Source: an optimization exercise on an open RTL-to-GDS flow (aim: small area). Production flows keep margins and buffers that such runs may drop. Only simulation tests tie the RTL to the original design; equivalence was not proved. Power figures rest on the tool's default switching activity, not on a simulated workload.

===== flow/config.mk =====
export PLATFORM = sky130hd
export DESIGN_NAME = qos_queue
export DESIGN_NICKNAME = qos_queue
export VERILOG_FILES = /design/flow/design.v
export SDC_FILE = /design/flow/constraint.sdc
export NUM_CORES = 4
export LEC_CHECK = 0
export ABC_AREA = 1
export CAP_MARGIN = 20
export CORE_MARGIN = 2
export CORE_UTILIZATION = 70
export SLEW_MARGIN = 20

===== flow/constraint.sdc =====
create_clock -name core_clock -period 12.0 [get_ports {clk}]
set_input_delay 2.4000 -clock core_clock [delete_from_list [all_inputs] [get_ports {clk}]]
set_output_delay 2.4000 -clock core_clock [all_outputs]
set_load 0.01 [all_outputs]

===== flow/design.v =====
module switch(
	input clk,
	input rst,
	input start,
	input in_0,
	input in_1,
	output reg wr,              
	output reg [3:0] p,         
	output [3:0] p_out          
);
	reg run;                    
	reg [1:0] cnt;              
	reg r, done;
	reg [1:0] c;
	reg [3:0] q;
	always @(posedge clk) begin
		r = run | ~start;
		c = start ? cnt : 2'd0;
		q = start ? p : 4'd0;
		done = 1'b0;
		if (r) begin
			if (in_0) begin
				if (c == 2'd3) done = 1'b1;
				c = c + 2'd1;
			end
			if (in_1 && !done) begin
				q[c] = 1'b1;
				if (c == 2'd3) done = 1'b1;
				c = c + 2'd1;
			end
		end
		cnt <= c;
		if (rst) begin
			run <= 1'b0;
			wr <= 1'b0;
			p <= 4'd0;
		end else begin
			run <= r & ~done;
			wr <= done;
			p <= q;
		end
	end
	assign p_out = run ? 4'd0 : p;
endmodule
module buffer(
	input clk,
	input rst,
	input [3:0] p_in,
	input read,
	input write,
	output reg [23:0] memory,
	output reg [2:0] fullness,
	output reg [15:0] time_total,
	output reg [9:0] input_count,
	output reg [7:0] drop_count
);
	reg [13:0] nage [0:5];         
	wire [13:0] age [0:5];
	genvar g;
	generate for (g = 0; g < 6; g = g + 1) begin : g_age
		assign age[g] = ~nage[g];
	end endgenerate
	wire rd = read & (fullness != 3'd0);
	wire drop = write & ~rd & (fullness == 3'd6);
	wire sh = rd | drop;
	wire [2:0] f1 = fullness - {2'd0, rd};
	wire [2:0] f2 = f1 + {2'd0, write & ~drop};
	wire nr = ~rst;
	wire s_sh = sh & nr;           
	wire s_hold = ~sh & nr;        
	integer j, k;
	reg [13:0] x;
	reg [14:0] cc;
	reg [5:0] wrap;
	reg [13:0] n [0:5];
	always @(*) begin
		for (j = 0; j < 6; j = j + 1) begin
			if (j < 5) x = (age[(j + 1) % 6] & {14{s_sh}}) | (age[j] & {14{s_hold}});
			else x = age[j] & {14{s_hold}};
			cc[0] = nr & (j < f2);
			for (k = 0; k < 14; k = k + 1) begin
				n[j][k] = x[k] ^ cc[k];
				cc[k + 1] = x[k] & cc[k];
			end
			wrap[j] = cc[14];
		end
	end
	wire s1 = wrap[0] ^ wrap[1] ^ wrap[2];
	wire k1 = (wrap[0] & wrap[1]) | (wrap[0] & wrap[2]) | (wrap[1] & wrap[2]);
	wire s2 = wrap[3] ^ wrap[4] ^ wrap[5];
	wire k2 = (wrap[3] & wrap[4]) | (wrap[3] & wrap[5]) | (wrap[4] & wrap[5]);
	wire [1:0] wc = {k1 ^ k2 ^ (s1 & s2), s1 ^ s2};
	wire [15:0] tt = time_total & {16{nr}};
	wire [15:0] v = ~({wc, age[0] & {14{sh}}} & {16{nr}});
	wire [2:0] fz = f2 & {3{nr}};
	reg [15:0] ps, pc;
	reg [16:0] tc;
	reg [15:0] tn;
	always @(*) begin
		for (k = 0; k < 16; k = k + 1) begin
			if (k < 3) begin
				ps[k] = tt[k] ^ v[k] ^ fz[k];
				pc[k] = (tt[k] & v[k]) | (tt[k] & fz[k]) | (v[k] & fz[k]);
			end else begin
				ps[k] = tt[k] ^ v[k];
				pc[k] = tt[k] & v[k];
			end
		end
		tc[0] = 1'b1;
		for (k = 0; k < 16; k = k + 1) begin
			if (k == 0) begin
				tn[k] = ps[k] ^ tc[k];
				tc[k + 1] = ps[k] & tc[k];
			end else begin
				tn[k] = ps[k] ^ pc[k - 1] ^ tc[k];
				tc[k + 1] = (ps[k] & pc[k - 1]) | (ps[k] & tc[k]) | (pc[k - 1] & tc[k]);
			end
		end
	end
	wire [9:0] icq = input_count & {10{nr}};
	wire [7:0] dcq = drop_count & {8{nr}};
	reg [10:0] ic;
	reg [8:0] dc;
	reg [9:0] icn;
	reg [7:0] dcn;
	always @(*) begin
		ic[0] = write & nr;
		for (k = 0; k < 10; k = k + 1) begin
			icn[k] = icq[k] ^ ic[k];
			ic[k + 1] = icq[k] & ic[k];
		end
		dc[0] = drop & nr;
		for (k = 0; k < 8; k = k + 1) begin
			dcn[k] = dcq[k] ^ dc[k];
			dc[k + 1] = dcq[k] & dc[k];
		end
	end
	reg [5:0] wsel;
	reg [23:0] mn;
	always @(*) begin
		for (j = 0; j < 6; j = j + 1) begin
			wsel[j] = write & nr & (j == 5 ? (f1 >= 3'd5) : (f1 == j));
			if (j < 5)
				mn[4 * j +: 4] = (memory[4 * ((j + 1) % 6) +: 4] & {4{s_sh}}) |
					(memory[4 * j +: 4] & {4{s_hold}}) | (p_in & {4{wsel[j]}});
			else
				mn[4 * j +: 4] = (memory[4 * j +: 4] & {4{s_hold}}) | (p_in & {4{wsel[j]}});
		end
	end
	always @(posedge clk) begin
		for (j = 0; j < 6; j = j + 1) nage[j] <= ~n[j];
		memory <= mn;
		fullness <= f2 & {3{nr}};
		time_total <= tn;
		input_count <= icn;
		drop_count <= dcn;
	end
endmodule
module rca #(parameter W = 8) (
	input [W-1:0] a,
	input [W-1:0] b,
	input ci,
	output [W-1:0] s
);
	wire [W:0] cy;
	assign cy[0] = ci;
	genvar i;
	generate
		for (i = 0; i < W; i = i + 1) begin : g
			assign s[i] = a[i] ^ b[i] ^ cy[i];
			assign cy[i + 1] = (a[i] & b[i]) | (a[i] & cy[i]) | (b[i] & cy[i]);
		end
	endgenerate
endmodule
module gt #(parameter W = 8) (
	input [W-1:0] a,
	input [W-1:0] b,
	output o
);
	wire [W:0] c;
	assign c[0] = 1'b0;
	genvar i;
	generate
		for (i = 0; i < W; i = i + 1) begin : g
			assign c[i + 1] = (a[i] & ~b[i]) | (c[i] & (a[i] | ~b[i]));
		end
	endgenerate
	assign o = c[W];
endmodule
module decision(
	input  clk,
	input  rst,
	input  read_clk,
	input [2:0] fullness_1,
	input [2:0] fullness_2,
	input [2:0] fullness_3,
	input [2:0] fullness_4,
	input [15:0] total_time_1,
	input [15:0] total_time_2,
	input [15:0] total_time_3,
	input [15:0] total_time_4,
	output reg read_1,
	output reg read_2,
	output reg read_3,
	output reg read_4
);
	function [15:0] sq;
		input [2:0] f;
		input [11:0] w;
		case (f)
			3'd0: sq = 16'd0;
			3'd1: sq = w;
			3'd2: sq = w * 4;
			3'd3: sq = w * 9;
			3'd4: sq = w * 16;
			3'd5: sq = w * 25;
			3'd6: sq = w * 36;
			default: sq = w * 49;
		endcase
	endfunction
	wire [15:0] k0 = sq(fullness_1, 12'd15);
	wire [15:0] k1 = sq(fullness_2, 12'd425);
	wire [15:0] k2 = sq(fullness_3, 12'd759);
	wire [15:0] k3 = sq(fullness_4, 12'd1000);
	wire [18:0] h0, g0;
	rca #(19) a0a({total_time_1, 3'd0}, ~{3'd0, total_time_1}, 1'b1, g0);
	rca #(19) a0b(g0, {12'd0, k0[9:3]}, 1'b0, h0);
	wire [21:0] p0 = {h0, k0[2:0]};
	wire [18:0] h1, g1;
	rca #(19) a1a({1'b0, total_time_2, 2'd0}, {3'd0, total_time_2}, 1'b0, g1);
	rca #(19) a1b(g1, {8'd0, k1[13:3]}, 1'b0, h1);
	wire [21:0] p1 = {h1, k1[2:0]};
	wire [20:0] g2a, g2, p2;
	rca #(21) a2a({4'd0, total_time_3, 1'b0}, {5'd0, total_time_3}, 1'b0, g2a);
	rca #(21) a2b({1'b0, total_time_3, 4'd0}, g2a, 1'b0, g2);
	rca #(21) a2c(g2, {6'd0, k2[14:0]}, 1'b0, p2);
	wire [17:0] g3, p3;
	rca #(18) a3a({1'b0, total_time_4, 1'b0}, {2'd0, total_time_4}, 1'b0, g3);
	rca #(18) a3b(g3, {2'd0, k3}, 1'b0, p3);
	wire c01, c23, c02, c03, c12, c13;
	gt #(22) g01(p1, p0, c01);
	gt #(21) g23({3'd0, p3}, p2, c23);
	gt #(22) g02({1'b0, p2}, p0, c02);
	gt #(22) g03({4'd0, p3}, p0, c03);
	gt #(22) g12({1'b0, p2}, p1, c12);
	gt #(22) g13({4'd0, p3}, p1, c13);
	wire cf = c23 ? (c01 ? c13 : c03) : (c01 ? c12 : c02);
	wire go = read_clk & ~rst;
	always @(posedge clk) begin
		read_1 <= go & ~cf & ~c01;
		read_2 <= go & ~cf & c01;
		read_3 <= go & cf & ~c23;
		read_4 <= go & cf & c23;
	end
endmodule
module qos_queue(
	input clk,
	input rst,                  
	input start,                
	input in_0,                 
	input in_1,                 
	input read_tick,            
	output [3:0]  p_in,         
	output [3:0]  read,         
	output [11:0] fullness,     
	output [95:0] memory,       
	output [31:0] drop_count,   
	output [39:0] input_count   
);
	wire wr;
	wire [3:0] pk;
	wire [15:0] total_times[3:0];
	switch switch1(clk, rst, start, in_0, in_1, wr, pk, p_in);
	genvar b;
	generate
		for (b = 0; b < 4; b = b + 1) begin : g_buf
			buffer buffer_i(clk, rst, pk, read[b], wr & (pk[3:2] == b),
				memory[24*b +: 24], fullness[3*b +: 3], total_times[b],
				input_count[10*b +: 10], drop_count[8*b +: 8]);
		end
	endgenerate
	decision decision1(clk, rst, read_tick, fullness[2:0], fullness[5:3], fullness[8:6], fullness[11:9],
		total_times[0], total_times[1], total_times[2], total_times[3], read[0], read[1], read[2], read[3]);
endmodule

===== flow/flow/run.sh =====
#!/bin/bash
# Layout flow: the standard ORFS flow (standard.sh) with
#  - synthesis by flow/synth.tcl (area-oriented logic mapping, same registers),
#  - port buffers of the smallest buffer cell instead of clkdlybuf4s50_1,
#  - clock tree synthesis with sink clusters of at most 25 sinks and 70 um
#    and without dummy loads.
# The make output goes to flow.log; ORFS keeps each step's log under orfs/logs.
set -euo pipefail
W=$PWD
bash standard.sh \
  "SYNTH_SCRIPT=$W/flow/synth.tcl" \
  "BUFFER_PORTS_ARGS=-buffer_cell sky130_fd_sc_hd__buf_1" \
  "CTS_ARGS=-sink_clustering_enable -repair_clock_nets -sink_clustering_size 25 -sink_clustering_max_diameter 70 -dont_use_dummy_load" \
  finish > "$W/flow.log" 2>&1

===== flow/flow/area.abc =====
strash
dch -f
amap
topo

===== flow/flow/synth.tcl =====
# The standard synthesis (synth_recipe.tcl), with three changes to the
# logic mapping only: Yosys's synth runs without its internal abc pass, so
# extract_fa sees the ripple adders as the RTL writes them; extract_fa only
# extracts full adders (half adders are left to ABC, which can then merge
# the inversions of the inverted age registers into the increment logic);
# and the final ABC mapping uses flow/area.abc, an area-only mapping without
# buffering or upsizing (placement repairs slew, capacitance and timing).
# Registers and their names are the same as in the standard synthesis.
set flow_dir [file dirname [file normalize [info script]]]
proc synth {args} { yosys synth -nofsm -noshare -noabc {*}$args }
proc abc {args} {
  set i [lsearch -exact $args -script]
  if { $i >= 0 } { lset args [expr { $i + 1 }] $::flow_dir/area.abc }
  yosys abc {*}$args
}
proc extract_fa {args} { yosys extract_fa -fa }
source $::env(SCRIPTS_DIR)/synth.tcl
# left out here: clear keep_hierarchy, flatten, clean up, hide names made inside functions, write 1_2_yosys.v

===== flow/standard.sh =====
#!/bin/bash
# synth_recipe.tcl (not shown) runs the flow's synth.tcl, then flattens the netlist and writes it again
# the make line also repeats each setting of config.mk as NAME=value (left out here)
make -C /OpenROAD-flow-scripts/flow DESIGN_CONFIG=/design/flow/config.mk WORK_HOME=/design/flow/orfs CLKGATE_MAP_FILE= SYNTH_SCRIPT=/design/flow/synth_recipe.tcl "${@:-finish}"

==> results of run 1 <==
-- stage by stage --
step / instance area (sq um) / setup TNS, ns
floorplan: 28500 / -12.00
global placement: 30000 / 0
detailed placement: 30000 / 0
CTS: 30800 / 0
global route: 30800 / 0
finish: 30800 / 0
-- layer usage --
layer / wire length [um] / GRT usage [%] / vias up / part of all wire (%)
li1: - / - / 12400 / -
met3: 3760 / 4.77 / 87 / 5.9
met5: 0 / 0 / - / 0
met2: 30200 / 50.8 / 663 / 48
met4: 1220 / 6.65 / 0 / 1.9
met1: 28100 / 39.9 / 11500 / 44
-- placed cells by master (no fill, tap or decap), types with 5 or more instances in the layout --
cell type    n
a21o_1      28
clkbuf_16   31
nor3_1      66
nand3_1     25
dfxtp_1    592
o21ai_0    414
o211ai_1     5
o22ai_1    316
o22a_1      40
a21oi_1    306
a221o_1     10
a211oi_1     5
buf_1      192
nand4_1     15
fa_1       187
o21bai_1    12
or3_1        7
and3_1       6
nor2_1     343
o221ai_1    21
a221oi_1    13
clkinv_1   579
buf_4       12
nand2_1    412
o21a_1      19
a222oi_1     6
a22oi_1      7
nor2b_1     10
-- kinds of logic after synthesis --
logic type	synth area share [%]
AND/OR/NAND/NOR	12.7
buffers and inverters	7.78
AO/OA/AOI/OAI	24.7
adder cells (fa/ha/maj)	13.2
flip-flops	41.6
-- worst paths after layout --
path | from | end | cells after the start
worst max register to register | g_buf[2].buffer_i.time_total[0]$_DFF_P_ | decision1.read_2$_DFF_P_ | 35
worst max-delay path | g_buf[2].buffer_i.time_total[0]$_DFF_P_ | decision1.read_2$_DFF_P_ | 35
worst min register to register | g_buf[0].buffer_i.memory[22]$_DFF_P_ | g_buf[0].buffer_i.memory[22]$_DFF_P_ | 2
worst min-delay path | g_buf[0].buffer_i.memory[22]$_DFF_P_ | g_buf[0].buffer_i.memory[22]$_DFF_P_ | 2
-- report_power, final --
part	internal [mW]	leakage (nW)	switching [mW]
clock	0.457	0.382	0.597
combinational	1.24	5.36	1.80
sequential	2.06	4.80	0.118
total	3.75	10.5	2.51
-- registers in the layout, summed over array words and instances, names as in the netlist --
name                        cells
decision1.read_4                1
g_buf.buffer_i.nage           336
switch1.p                       4
switch1.cnt                     2
switch1.wr                      1
switch1.run                     1
decision1.read_1                1
g_buf.buffer_i.drop_count      32
decision1.read_2                1
g_buf.buffer_i.time_total      64
decision1.read_3                1
g_buf.buffer_i.input_count     40
g_buf.buffer_i.fullness        12
g_buf.buffer_i.memory          96
-- critical path: cells and delay by family (launching register included) --
kind / cells / cell delay (ns)
AO/OA/AOI/OAI: 8 / 1.33
AND/OR/NAND/NOR: 8 / 0.84
adder cells (fa/ha/maj): 17 / 7.58
buffers and inverters: 2 / 0.25
flip-flops: 1 / 0.32
-- final cells by class --
type	count	share of cell area, %
inverters	581	7.09
well taps	525	2.13
multi-input cells	2298	46.9
clock buffers	31	2.52
flip-flops and latches	592	38.5
repair buffers	207	2.81
==> impl_metrics.csv, run 1 <==
group,metric,value,unit
status,outcome,"complete, no violations",
clock_tree,cts_tree,"done",
timing,slew_headroom,27.9,%
synthesis,synthTopCellsByArea,"dfxtp_1 (42%), fa_1 (13%), clkinv_1 (7.7%), o21ai_0 (7.3%), o22ai_1 (6.9%)",
worst_setup_path,end_kind,"flip-flop",
final_layout,nFillCells,2965,
grt,grt_usage,29.7,%
synthesis,netlist_area,28500,sq um
final_layout,insertedDiodeCount,0,
final_layout,final_cells,4234,
worst_setup_path,rrSetupSlack,1.62,ns
power,leakage,10.5,nW
timing,rsz0062_at_grt,"no",
grt,antenna_found_initial,0,
synthesis,yosysMostFrequentCell,"dfxtp_1",
floorplan,dieHeight,206,um
route,drtPass1Iterations,5,
grt,grt_overflow,0,
route,drc,0,
route,drt_iter0_drc,1699,
synthesis,ys_types,37,
timing,max_clock_freq,96.3,MHz
grt,grt_pass1_vias,23200,
final_layout,final_util,77.1,%
worst_setup_path,crit_arrival,10.91,ns
clock_tree,cts_num_sinks,592,
grt,grt_max_degree,107,
synthesis,synth_enable_flop_cells,0,
final_layout,seqCellArea,11900,sq um
timing,final-max-slew-violation-count,0,
clock_tree,hold_buffers,0,
final_layout,syn_to_final_growth,8.17,%
worst_setup_path,crit_top_cell,"fa_1",
floorplan,core-area,39900,sq um
worst_setup_path,crit_path_max_incr_delay,0.49,ns
placed_design,dp_cells,4202,
placed_design,dp_hpwl,46400,um
final_layout,num-nets-final,3904,
worst_hold_path,min_path_type,"reg -> reg",
floorplan,ios,194,
clock_tree,clock_tree.root_cell,"clkbuf_16",
timing,layout_min_cycle_time,10.38,ns
synthesis,syn_avg_cell_area,8.19,sq um
timing,finalHoldViolCount,0,
route,via_per_inst,5.82,
floorplan,die_x,206,um
floorplan,dieArea,42300,sq um
route,antenna_left,0,
synthesis,syn-num-nets,3669,
floorplan,initial_utilization,71.3,%
floorplan,rows,73,
timing,setup_ws,1.62,ns
power,irDropWorstVdd,265,uV
grt,grt_pass1_wl,106000,um
timing,whs,0.443,ns
route,wl_per_cell,14.9,um
flow_run,drv_cap,0,
timing,setup_violations,0,
clock_tree,clk_latency,0.61,ns
clock_tree,h-tree-depth,1,
timing,finalCritPeriodShare,86.5,%
worst_setup_path,worst_path_max_delay_cell,"fa_1",
clock_tree,post_cts_buffers,0,
placed_design,portBuffers,193,
synthesis,synth_top_area_cell,"dfxtp_1",
clock_tree,clkTransAtPathRegs,0.09,ns
synthesis,yosysSeqAreaShare,41.6,%
synthesis,synth_top_area_share,41.6,%
timing,max_slew.worst_pin.slew,1.08,ns
clock_tree,cts-resized-gates,0,
worst_setup_path,start_kind,"flip-flop",
route,vias,24600,
placed_design,gp_congestion,0.921,
clock_tree,clk_path_buf_depth,3,
placed_design,place_ws,1.24,ns
worst_setup_path,path_class,"reg -> reg",
synthesis,synthArstFlopShare,0,%
synthesis,ys_top_cells_by_count,"dfxtp_1 (592), clkinv_1 (581), o21ai_0 (417)",
power,finalPower,6.26,mW
synthesis,synthFlopType,"dfxtp_1",
power,power.density,203,nW/um^2
synthesis,yosysWarnings,6,
final_layout,drive_gt1_share,1.48,%
worst_setup_path,critical_path_required,12.52,ns
synthesis,syn_inst,3476,
route,wirelength,63200,um
worst_setup_path,cp_max_fo,6,
synthesis,ys_ff_latch,592,
clock_tree,numCtsBuffers,31,
timing,clock-skew-final,0.0531,ns
final_layout,multi_input_area,14500,sq um
==> run 2, diff against run 1 <==
--- a/flow/design.v
+++ b/flow/design.v
@@ -61,8 +61,8 @@
 		assign age[g] = ~nage[g];
 	end endgenerate
 	wire rd = read & (fullness != 3'd0);
-	wire drop = write & ~rd & (fullness == 3'd6);
-	wire sh = rd | drop;
+	wire drop = write & ~read & (fullness == 3'd6);
+	wire sh = read | drop;
 	wire [2:0] f1 = fullness - {2'd0, rd};
 	wire [2:0] f2 = f1 + {2'd0, write & ~drop};
 	wire nr = ~rst;
==> impl_metrics.csv, run 2 <==
group,metric,value,unit
status,outcome,"complete, no violations",
floorplan,ios,194,
worst_setup_path,rrSetupSlack,1.70,ns
route,via_per_inst,5.79,
timing,max_slew.worst_pin.slew,1.06,ns
grt,antenna_found_initial,1,
grt,grt_pass1_vias,22900,
synthesis,synthArstFlopShare,0,%
final_layout,drive_gt1_share,1.56,%
final_layout,final_common_cell,"dfxtp_1",
clock_tree,hold_buffers,0,
clock_tree,h-tree-depth,2,
timing,slew_headroom,29.4,%
synthesis,synth_top_area_share,41.6,%
timing,final-max-slew-violation-count,0,
worst_setup_path,r2r-end,"decision1.read_4$_DFF_P_",
final_layout,final_cell_mix,"dfxtp_1 (592), clkinv_1 (581), o21ai_0 (427)",
power,leakage,10.6,nW
timing,finalCritPeriodShare,89.0,%
synthesis,yosysWarnings,6,
clock_tree,cts_tree,"done",
worst_setup_path,crit_chain,"clkbuf_4 -> nor2_2 -> inv_2 -> nor2_1 -> fa_1 -> clkinv_1 -> fa_1 -> fa_1 -> fa_1 -> fa_1 -> fa_1 -> fa_1 -> fa_1 -> fa_1 -> fa_1 -> fa_1 -> fa_1 -> fa_1 -> fa_1 -> fa_1 -> nor2_1 -> a21oi_1",
worst_setup_path,crit_end,"g_buf[3].buffer_i.time_total[15]$_DFF_P_",
timing,max_clock_freq,93.7,MHz
synthesis,synthTopCellsByArea,"dfxtp_1 (42%), fa_1 (13%), clkinv_1 (7.7%), o21ai_0 (7.6%), o22ai_1 (7.0%)",
worst_setup_path,r2r_cells,31,
clock_tree,numCtsBuffers,34,
final_layout,largest_reg_flops,336,
placed_design,gp_congestion,0.936,
clock_tree,clk_latency,0.57,ns
floorplan,die_x,206,um
placed_design,dp_hpwl,46500,um
grt,grt_overflow,0,
floorplan,rows,73,
route,drtPass1Iterations,8,
timing,finalHoldViolCount,0,
floorplan,initial_utilization,71.4,%
flow_run,drv_cap,0,
synthesis,ys_top_cells_by_count,"dfxtp_1 (592), clkinv_1 (583), o21ai_0 (430)",
floorplan,dieArea,42300,sq um
clock_tree,clkTransAtPathRegs,0.08,ns
placed_design,portBuffers,193,
synthesis,synthFlopType,"dfxtp_1",
final_layout,syn_to_final_growth,8.30,%
route,drc,0,
worst_hold_path,min_path_type,"reg -> reg",
synthesis,ys_types,42,
final_layout,nFillCells,2874,
synthesis,syn_inst,3482,
worst_setup_path,critical_path_required,12.40,ns
grt,grt_pass1_wl,105000,um
synthesis,synth_enable_flop_cells,0,
worst_setup_path,r2r-start,"g_buf[2].buffer_i.time_total[1]$_DFF_P_",
final_layout,num-nets-final,3911,
final_layout,top_regs,"g_buf.buffer_i.nage (336), g_buf.buffer_i.memory (96), g_buf.buffer_i.time_total (64)",
worst_hold_path,min_path_cells,2,
synthesis,synth_top_area_cell,"dfxtp_1",
timing,clock-skew-final,0.0611,ns
timing,layout_min_cycle_time,10.67,ns
clock_tree,cts_num_sinks,592,
route,drt_iter0_drc,1606,
route,vias,24600,
synthesis,netlist_area,28500,sq um
synthesis,yosysSeqAreaShare,41.6,%
route,wl_per_cell,14.9,um
floorplan,core-area,39900,sq um
worst_setup_path,worst_path_max_delay_cell,"nor2_2",
worst_setup_path,path_class,"in -> reg",
timing,setup_violations,0,
worst_setup_path,crit_path_max_incr_delay,0.74,ns
worst_setup_path,crit_top_cell,"fa_1",
clock_tree,clk_path_buf_depth,3,
synthesis,syn_avg_cell_area,8.18,sq um
synthesis,yosysMostFrequentCell,"dfxtp_1",
worst_setup_path,end_kind,"flip-flop",
grt,grt_usage,29.7,%
clock_tree,cts-resized-gates,0,
grt,grt_max_degree,107,
worst_setup_path,crit_arrival,11.08,ns
timing,rsz0062_at_grt,"no",
worst_setup_path,cp_max_fo,35,
floorplan,dieHeight,206,um
worst_setup_path,start_kind,"primary input",
worst_setup_path,startpoint,"rst",
synthesis,ys_ff_latch,592,
synthesis,syn-num-nets,3675,
route,antenna_left,0,
final_layout,largest-register,"g_buf.buffer_i.nage",
power,irDropWorstVdd,283,uV
route,wirelength,63200,um
timing,setup_tns,0,ns
power,finalPower,6.45,mW
power,power.density,209,nW/um^2
clock_tree,clock_tree.root_cell,"clkbuf_16",
clock_tree,post_cts_buffers,0,
-- run 2: cell count changes in the layout (fill, tap and decap cells not counted), moves of 5 or more --
cell | previous run | this run
a21o_1 | 28 | 23
a21oi_1 | 306 | 289
nor2_1 | 343 | 351
nor2b_1 | 10 | 16
o21ai_0 | 414 | 427
-- run 2: through the flow --
step	setup slack, ns	utilization (%)	instances	hold slack (ns)	instance area, sq um
after floorplan	-1.44	-	3482	0.436	28500
after global placement	0.539	75.1	4207	0.423	30000
after global routing	0.913	77.3	4242	0.469	30900
after detailed placement	0.824	75.2	4207	0.429	30000
after CTS	1.36	77.3	4241	0.441	30800
final	1.33	77.3	4242	0.441	30900
-- run 2: logic make-up after synthesis --
group | after synthesis | synth area share [%]
AND/OR/NAND/NOR | 908 | 12.9
AO/OA/AOI/OAI | 1207 | 24.6
buffers and inverters | 588 | 7.80
flip-flops | 592 | 41.6
adder cells (fa/ha/maj) | 187 | 13.1
-- run 2: critical path: cells and delay by family --
kind	cells	cell delay [ns]
AND/OR/NAND/NOR	3	1.15
AO/OA/AOI/OAI	1	0.04
buffers and inverters	3	0.84
adder cells (fa/ha/maj)	15	6.62
-- run 2: cell type report --
class	instances	area [sq um]	area share [%]
inverters	583	2190	7.10
clock buffers	34	851	2.76
repair buffers	205	818	2.65
well taps	525	657	2.13
multi-input cells	2302	14500	46.9
flip-flops and latches	592	11900	38.4
diodes	1	2.50	0.00811
-- run 2: worst min-delay path by stage --
stage	start	endpoint
3_3_place_gp	g_buf[1].buffer_i.memory[23]$_DFF_P_	g_buf[1].buffer_i.memory[23]$_DFF_P_
6_report	g_buf[1].buffer_i.memory[23]$_DFF_P_	g_buf[1].buffer_i.memory[23]$_DFF_P_
4_1_cts	g_buf[1].buffer_i.memory[23]$_DFF_P_	g_buf[1].buffer_i.memory[23]$_DFF_P_
2_1_floorplan	switch1.cnt[0]$_DFF_P_	switch1.cnt[0]$_DFF_P_
5_1_grt	g_buf[0].buffer_i.memory[23]$_DFF_P_	g_buf[0].buffer_i.memory[23]$_DFF_P_
3_5_place_dp	g_buf[1].buffer_i.memory[23]$_DFF_P_	g_buf[1].buffer_i.memory[23]$_DFF_P_
-- run 2: routing by layer --
metal / wire length, um / vias to the layer above / GRT usage [%]
li1: - / 12400 / -
met1: 27500 / 11400 / 38.7
met2: 30600 / 623 / 51.4
met3: 3480 / 123 / 4.28
met4: 1570 / 0 / 8.63
met5: 0 / - / 0
-- run 2: power breakdown --
part / total (mW) / switching [mW] / leakage (nW) / internal [mW]
combinational: 3.15 / 1.88 / 5.38 / 1.26
sequential: 2.18 / 0.121 / 4.80 / 2.06
clock: 1.12 / 0.614 / 0.419 / 0.507
total: 6.45 / 2.62 / 10.6 / 3.83
==> run 3, diff against run 2 <==
--- a/flow/design.v
+++ b/flow/design.v
@@ -61,8 +61,8 @@
 		assign age[g] = ~nage[g];
 	end endgenerate
 	wire rd = read & (fullness != 3'd0);
-	wire drop = write & ~read & (fullness == 3'd6);
-	wire sh = read | drop;
+	wire drop = write & ~rd & (fullness == 3'd6);
+	wire sh = rd | drop;
 	wire [2:0] f1 = fullness - {2'd0, rd};
 	wire [2:0] f2 = f1 + {2'd0, write & ~drop};
 	wire nr = ~rst;
==> flow/flow/run.sh (replaced) <==
#!/bin/bash
# Layout flow: the standard ORFS flow (standard.sh) with
#  - synthesis by flow/synth.tcl (area-oriented logic mapping, same registers),
#  - port buffers of the smallest buffer cell instead of clkdlybuf4s50_1,
#  - clock tree synthesis with clkbuf_8 buffers, sink clusters of at most 20
#    sinks and 50 um,
#    and without dummy loads.
# The make output goes to flow.log; ORFS keeps each step's log under orfs/logs.
set -euo pipefail
W=$PWD
bash standard.sh \
  "SYNTH_SCRIPT=$W/flow/synth.tcl" \
  "BUFFER_PORTS_ARGS=-buffer_cell sky130_fd_sc_hd__buf_1" \
  "CTS_ARGS=-sink_clustering_enable -repair_clock_nets -sink_clustering_size 20 -sink_clustering_max_diameter 50 -dont_use_dummy_load -buf_list sky130_fd_sc_hd__clkbuf_8" \
  finish > "$W/flow.log" 2>&1
==> impl_metrics.csv, run 3 <==
group,metric,value,unit
status,outcome,"complete, no violations",
worst_setup_path,path_class,"reg -> reg",
synthesis,synth_top_family_by_area,"compound AO/OA/AOI/OAI gates",
route,drc,0,
worst_setup_path,crit_path_max_incr_delay,0.49,ns
synthesis,synth-compound-area-share,24.7,%
final_layout,syn_to_final_growth,7.75,%
worst_hold_path,min_path_type,"reg -> reg",
floorplan,initial_utilization,71.3,%
worst_hold_path,hold_start,"g_buf[1].buffer_i.memory[23]$_DFF_P_",
synthesis,yosysWarnings,6,
synthesis,synth_xor_xnor_area_share,0,%
worst_setup_path,critical_path_required,12.54,ns
synthesis,yosysMostFrequentCell,"dfxtp_1",
grt,grt_usage,30.0,%
grt,grt_overflow,0,
clock_tree,numCtsBuffers,46,
clock_tree,cts-resized-gates,0,
timing,layout_min_cycle_time,10.39,ns
placed_design,dp_hpwl,46400,um
worst_setup_path,crit_top_cell,"fa_1",
route,drtPass1Iterations,6,
grt,antenna_found_initial,0,
synthesis,ys_ff_latch,592,
clock_tree,cts_tree,"done",
synthesis,synth_top_area_share,41.6,%
final_layout,nFillCells,2985,
route,wirelength,63000,um
route,drt_iter0_drc,1708,
grt,grt_pass1_wl,106000,um
final_layout,final_common_cell,"dfxtp_1",
worst_setup_path,r2r_cells,35,
power,irDropWorstVdd,265,uV
synthesis,synth_enable_flop_cells,0,
final_layout,drive_gt1_share,1.91,%
grt,grt_max_degree,107,
worst_setup_path,rrSetupSlack,1.61,ns
synthesis,synthArstFlopShare,0,%
worst_setup_path,crit_arrival,10.93,ns
final_layout,final_cell_mix,"dfxtp_1 (592), clkinv_1 (579), o21ai_0 (414)",
timing,setup_violations,0,
route,vias,24600,
timing,slew_headroom,25.0,%
synthesis,synthAdderAreaFrac,13.2,%
power,leakage,10.5,nW
final_layout,post-route-cell-area,30700,sq um
synthesis,synthMuxAreaShare,0,%
power,power.density,201,nW/um^2
route,antenna_left,0,
floorplan,dieHeight,206,um
route,via_per_inst,5.80,
clock_tree,clk_path_buf_depth,3,
clock_tree,h-tree-depth,2,
synthesis,synthTopCellsByArea,"dfxtp_1 (42%), fa_1 (13%), clkinv_1 (7.7%), o21ai_0 (7.3%), o22ai_1 (6.9%)",
floorplan,ios,194,
synthesis,netlist_area,28500,sq um
final_layout,largest_reg_flops,336,
worst_setup_path,cp_max_fo,6,
floorplan,dieArea,42300,sq um
synthesis,synthFlopType,"dfxtp_1",
floorplan,core-area,39900,sq um
worst_hold_path,worstHoldEndpoint,"g_buf[1].buffer_i.memory[23]$_DFF_P_",
floorplan,die_x,206,um
clock_tree,clock_tree.root_cell,"clkbuf_8",
worst_setup_path,worst_path_max_delay_cell,"fa_1",
synthesis,syn_avg_cell_area,8.19,sq um
timing,finalCritPeriodShare,86.6,%
worst_setup_path,start_kind,"flip-flop",
placed_design,dpl_cell_area,30000,sq um
final_layout,num-nets-final,3920,
synthesis,ys_types,37,
placed_design,gp_congestion,0.921,
floorplan,rows,73,
final_layout,top_regs,"g_buf.buffer_i.nage (336), g_buf.buffer_i.memory (96), g_buf.buffer_i.time_total (64)",
timing,clock-skew-final,0.0614,ns
placed_design,portBuffers,193,
route,wl_per_cell,14.8,um
clock_tree,cts_num_sinks,592,
timing,rsz0062_at_grt,"no",
worst_setup_path,r2r-start,"g_buf[2].buffer_i.time_total[0]$_DFF_P_",
worst_setup_path,end_kind,"flip-flop",
worst_setup_path,r2r-end,"decision1.read_1$_DFF_P_",
clock_tree,post_cts_buffers,0,
clock_tree,clk_latency,0.67,ns
flow_run,drv_cap,0,
final_layout,largest-register,"g_buf.buffer_i.nage",
timing,finalHoldViolCount,0,
synthesis,syn-num-nets,3669,
synthesis,syn_inst,3476,
synthesis,yosysSeqAreaShare,41.6,%
timing,setup_tns,0,ns
clock_tree,hold_buffers,0,
synthesis,yosys.area_share.simple,12.7,%
synthesis,synth_top_area_cell,"dfxtp_1",
timing,max_slew.worst_pin.slew,1.12,ns
timing,final-max-slew-violation-count,0,
worst_hold_path,min_path_cells,2,
timing,max_clock_freq,96.3,MHz
grt,grt_pass1_vias,23300,
clock_tree,clkTransAtPathRegs,0.10,ns
synthesis,ys_top_cells_by_count,"dfxtp_1 (592), clkinv_1 (581), o21ai_0 (417)",
run 3: cell type report:
| type | count | area [sq um] | share of cell area (%) |
|---|---|---|---|
| diodes | 1 | 2.50 | 0.00816 |
| inverters | 581 | 2180 | 7.12 |
| well taps | 525 | 657 | 2.14 |
| clock buffers | 46 | 633 | 2.06 |
| multi-input cells | 2298 | 14500 | 47.1 |
| repair buffers | 208 | 886 | 2.89 |
| flip-flops and latches | 592 | 11900 | 38.7 |
run 3: metal layers:
metal / global-route usage (%) / wire length [um] / vias up / part of all wire [%]
li1: - / - / 12500 / -
met1: 39.6 / 27800 / 11400 / 44
met2: 49.8 / 29600 / 675 / 47
met3: 5.75 / 4180 / 119 / 6.6
met4: 9.74 / 1510 / 0 / 2.4
met5: 0 / 0 / - / 0
run 3: stage by stage:
step / worst slack [ns] / std cells / hold slack, ns / total power, mW / utilization [%]
floorplan: -1.42 / 3476 / 0.436 / 4.53 / -
global placement: 1.33 / 4202 / 0.423 / 5.05 / 75.1
detailed placement: 1.24 / 4202 / 0.434 / 5.21 / 75.1
CTS: 1.58 / 4248 / 0.447 / 6.15 / 76.7
global route: 0.923 / 4250 / 0.467 / 6.66 / 76.8
finish: 1.61 / 4251 / 0.446 / 6.16 / 76.8
run 3: cells by family after synthesis:
group	after synthesis
adder cells (fa/ha/maj)	187
buffers and inverters	586
flip-flops	592
AO/OA/AOI/OAI	1212
AND/OR/NAND/NOR	899
run 3: worst max-delay path by stage:
stage | cells after the start | start | endpoint
after floorplan | 21 | rst | g_buf[0].buffer_i.time_total[15]$_DFF_P_
after CTS | 35 | g_buf[2].buffer_i.time_total[0]$_DFF_P_ | decision1.read_1$_DFF_P_
final | 35 | g_buf[2].buffer_i.time_total[0]$_DFF_P_ | decision1.read_1$_DFF_P_
after global routing | 35 | g_buf[2].buffer_i.time_total[0]$_DFF_P_ | decision1.read_1$_DFF_P_
after detailed placement | 22 | rst | g_buf[1].buffer_i.time_total[15]$_DFF_P_
after global placement | 22 | rst | g_buf[1].buffer_i.time_total[15]$_DFF_P_
run 3: power breakdown:
group          internal (mW)  switching, mW
sequential              2.06          0.119
combinational           1.24           1.79
clock                  0.344          0.603
total                   3.64           2.52
run 3: worst max-delay path, delay by kind of cell (launching register included):
family	cells	cell delay (ns)
AO/OA/AOI/OAI	8	1.32
flip-flops	1	0.33
adder cells (fa/ha/maj)	17	7.61
buffers and inverters	2	0.24
AND/OR/NAND/NOR	8	0.81

==> re-timing with driven ports <==
Ports are ideal in the flow. The routed layouts listed here were re-timed in OpenROAD.
Step 1 (the two cells are an assumption about what drives the block):
set clk [get_ports {clk}]
set_driving_cell -lib_cell sky130_fd_sc_hd__clkbuf_16 $clk
set_driving_cell -lib_cell sky130_fd_sc_hd__buf_2 [delete_from_list [all_inputs] $clk]
Step 2 also shifts input and output timing later by t, the mid clock arrival at the registers, as if the neighbouring blocks saw the same clock.
a / b / c = no drivers / after step 1 / after step 2; a / b = the first two.
run | shift t [ns] | setup WS [ns] | clock arrival spread, ns | cell pins on the clock port's net
run 1 | 0.643 | 1.617 / 1.617 / 1.249 | 0.053 / 0.053 | 1
run 2 | 0.604 | 1.325 / 1.361 / 0.757 | 0.064 / 0.064 | 1
run 3 | 0.681 | 1.611 / 1.611 / 1.211 | 0.079 / 0.079 | 1
After both steps every run listed still meets setup and hold. The setup slack of run 2, which loses most, moves by +0.036 ns with the drivers and by -0.568 ns with both steps.
